From an optimization exercise on the open Yosys and OpenROAD flow, aimed at small area, a short achievable clock period and few clock cycles; shortcuts taken in it are not production practice. Only simulation tests tie the RTL to the original design; equivalence was not proved.

==> flow/design.v (excerpt) <==
module mycpu_top(
    input  resetn,
    input  clk,
    output        inst_sram_en,
    output [ 3:0] inst_sram_wen,
    output [31:0] inst_sram_addr,
    output [31:0] inst_sram_wdata,
    input  [31:0] inst_sram_rdata,
    output        data_sram_en,
    output [ 3:0] data_sram_wen,
    output [31:0] data_sram_addr,
    output [31:0] data_sram_wdata,
    input  [31:0] data_sram_rdata,
    output [31:0] debug_wb_pc,
    output [ 3:0] debug_wb_rf_wen,
    output [ 4:0] debug_wb_rf_wnum,
    output [31:0] debug_wb_rf_wdata
);
    assign inst_sram_en    = 1'b1;
    assign inst_sram_wen   = 4'b0;
    assign inst_sram_wdata = 32'b0;
    assign data_sram_en    = 1'b1;
    reg  [31:0] pc_f1, pc_f2;
    reg         f2v;
    reg         id_v;
    reg         id_pred;     
    reg  [31:0] id_ir, id_pc;
    reg  [31:0] id_ra, id_rb;    
    reg  [ 4:0] ex_dest;
    reg  [31:0] ex_a, ex_b, ex_st, ex_pc;
    reg  [ 4:0] ex_sa;
    reg         ex_add, ex_sub, ex_slt, ex_sltu, ex_and, ex_or, ex_xor, ex_nor;
    reg         ex_sll, ex_srl, ex_sra, ex_mfhi, ex_mflo;
    reg         ex_ld, ex_st_en, ex_md, ex_div, ex_sgn, ex_mthi, ex_mtlo;
    reg         ex_cin;      
    reg         ex_addsub;   
    reg         ex_slow;     
    reg  [ 2:0] ex_w;        
    reg  [ 4:0] m1_dest;
    reg  [31:0] m1_res, m1_pc, m1_wdata;
    reg  [ 3:0] m1_wen;
    reg         m1_ld;
    reg  [ 2:0] m1_w;
    reg  [ 4:0] m2_dest;
    reg  [31:0] m2_res, m2_pc, m2_old;
    reg         m2_ld;
    reg  [ 2:0] m2_w;
    reg  [ 4:0] wb_dest;
    reg  [31:0] wb_val, wb_pc;
    reg  [ 3:0] wb_wen;
    wire [ 5:0] op = id_ir[31:26];
    wire [ 4:0] rs = id_ir[25:21];
    wire [ 4:0] rt = id_ir[20:16];
    wire [ 4:0] rd = id_ir[15:11];
    wire [ 5:0] fn = id_ir[5:0];
    wire [15:0] imm = id_ir[15:0];
    wire is_r      = (op == 6'd0);
    wire is_regimm = (op == 6'd1);
    wire is_j      = (op == 6'd2);
    wire is_jal    = (op == 6'd3);
    wire is_beq    = (op == 6'd4);
    wire is_bne    = (op == 6'd5);
    wire is_blez   = (op == 6'd6);
    wire is_bgtz   = (op == 6'd7);
    wire is_immalu = (op[5:3] == 3'b001);
    wire is_lui    = (op == 6'd15);
    wire is_load   = (op[5:3] == 3'b100);
    wire is_store  = (op[5:3] == 3'b101);
  ...
Size: ~1800 flip-flops, roughly 94000 um^2 of cells after synthesis.
==> flow/config.mk <==
export PLATFORM = sky130hd
export DESIGN_NAME = mycpu_top
export DESIGN_NICKNAME = mycpu_top
export VERILOG_FILES = /design/flow/design.v
export SDC_FILE = /design/flow/constraint.sdc
export NUM_CORES = 4
export LEC_CHECK = 0
export CAP_MARGIN = 20
export CORE_MARGIN = 2
export CORE_UTILIZATION = 65
export PLACE_DENSITY = 0.75
export SLEW_MARGIN = 20
==> flow/constraint.sdc <==
create_clock -name core_clock -period 12.0 [get_ports {clk}]
set_input_delay 2.4000 -clock core_clock [delete_from_list [all_inputs] [get_ports {clk}]]
set_output_delay 2.4000 -clock core_clock [all_outputs]
set_load 0.01 [all_outputs]
standard.sh (not shown) runs the stock make flow with config.mk's settings and CLKGATE_MAP_FILE= SYNTH_SCRIPT=/design/flow/synth_recipe.tcl, a recipe that flattens the netlist after the stock synthesis.
==> flow/flow/run.sh <==
#!/bin/bash
set -euo pipefail
bash standard.sh SETUP_SLACK_MARGIN=7.5 finish > standard_make.log 2>&1
The first run did not get past global routing, error GRT-0232.
Testbench counts at the start, summed over its fixed seeds: cycles 31,838.
Then changed:
CORE_UTILIZATION = 40   (was 65)
PLACE_DENSITY = 0.6   (was 0.75)
SETUP_SLACK_MARGIN = 0.2   (was not set)
The changed run ran to the end with no violations; area after synthesis is unchanged; synthesized cell count is unchanged.

[what the ideal ports hide]
The results above use ideal ports. As a check the final layout listed here was re-extracted and re-timed, cells and wires unchanged. Step 1 sets driving cells, clkbuf_16 on the clock port and buf_2 on the other inputs (assumed; they add their load-dependent delay and slew). Step 2 adds t to the input delays and takes it off the output delays; t is the mean of the earliest and latest rising clock arrival at the registers after step 1. Input paths then give back, and output paths get back, about the clock's delay inside the block. Three values: ideal, step 1, step 2; two values: the first two.
run: the second run
shift t [ns]: 0.944
setup WS [ns]: 6.282 / 6.282 / 5.879
worst register clock-pin slew, ns: 0.07 / 0.07
pins driven straight from the clock port: 1
After both steps the second run still meets setup and hold. The setup slack of the second run moves by 0.000 ns with the drivers and by -0.403 ns with both steps.
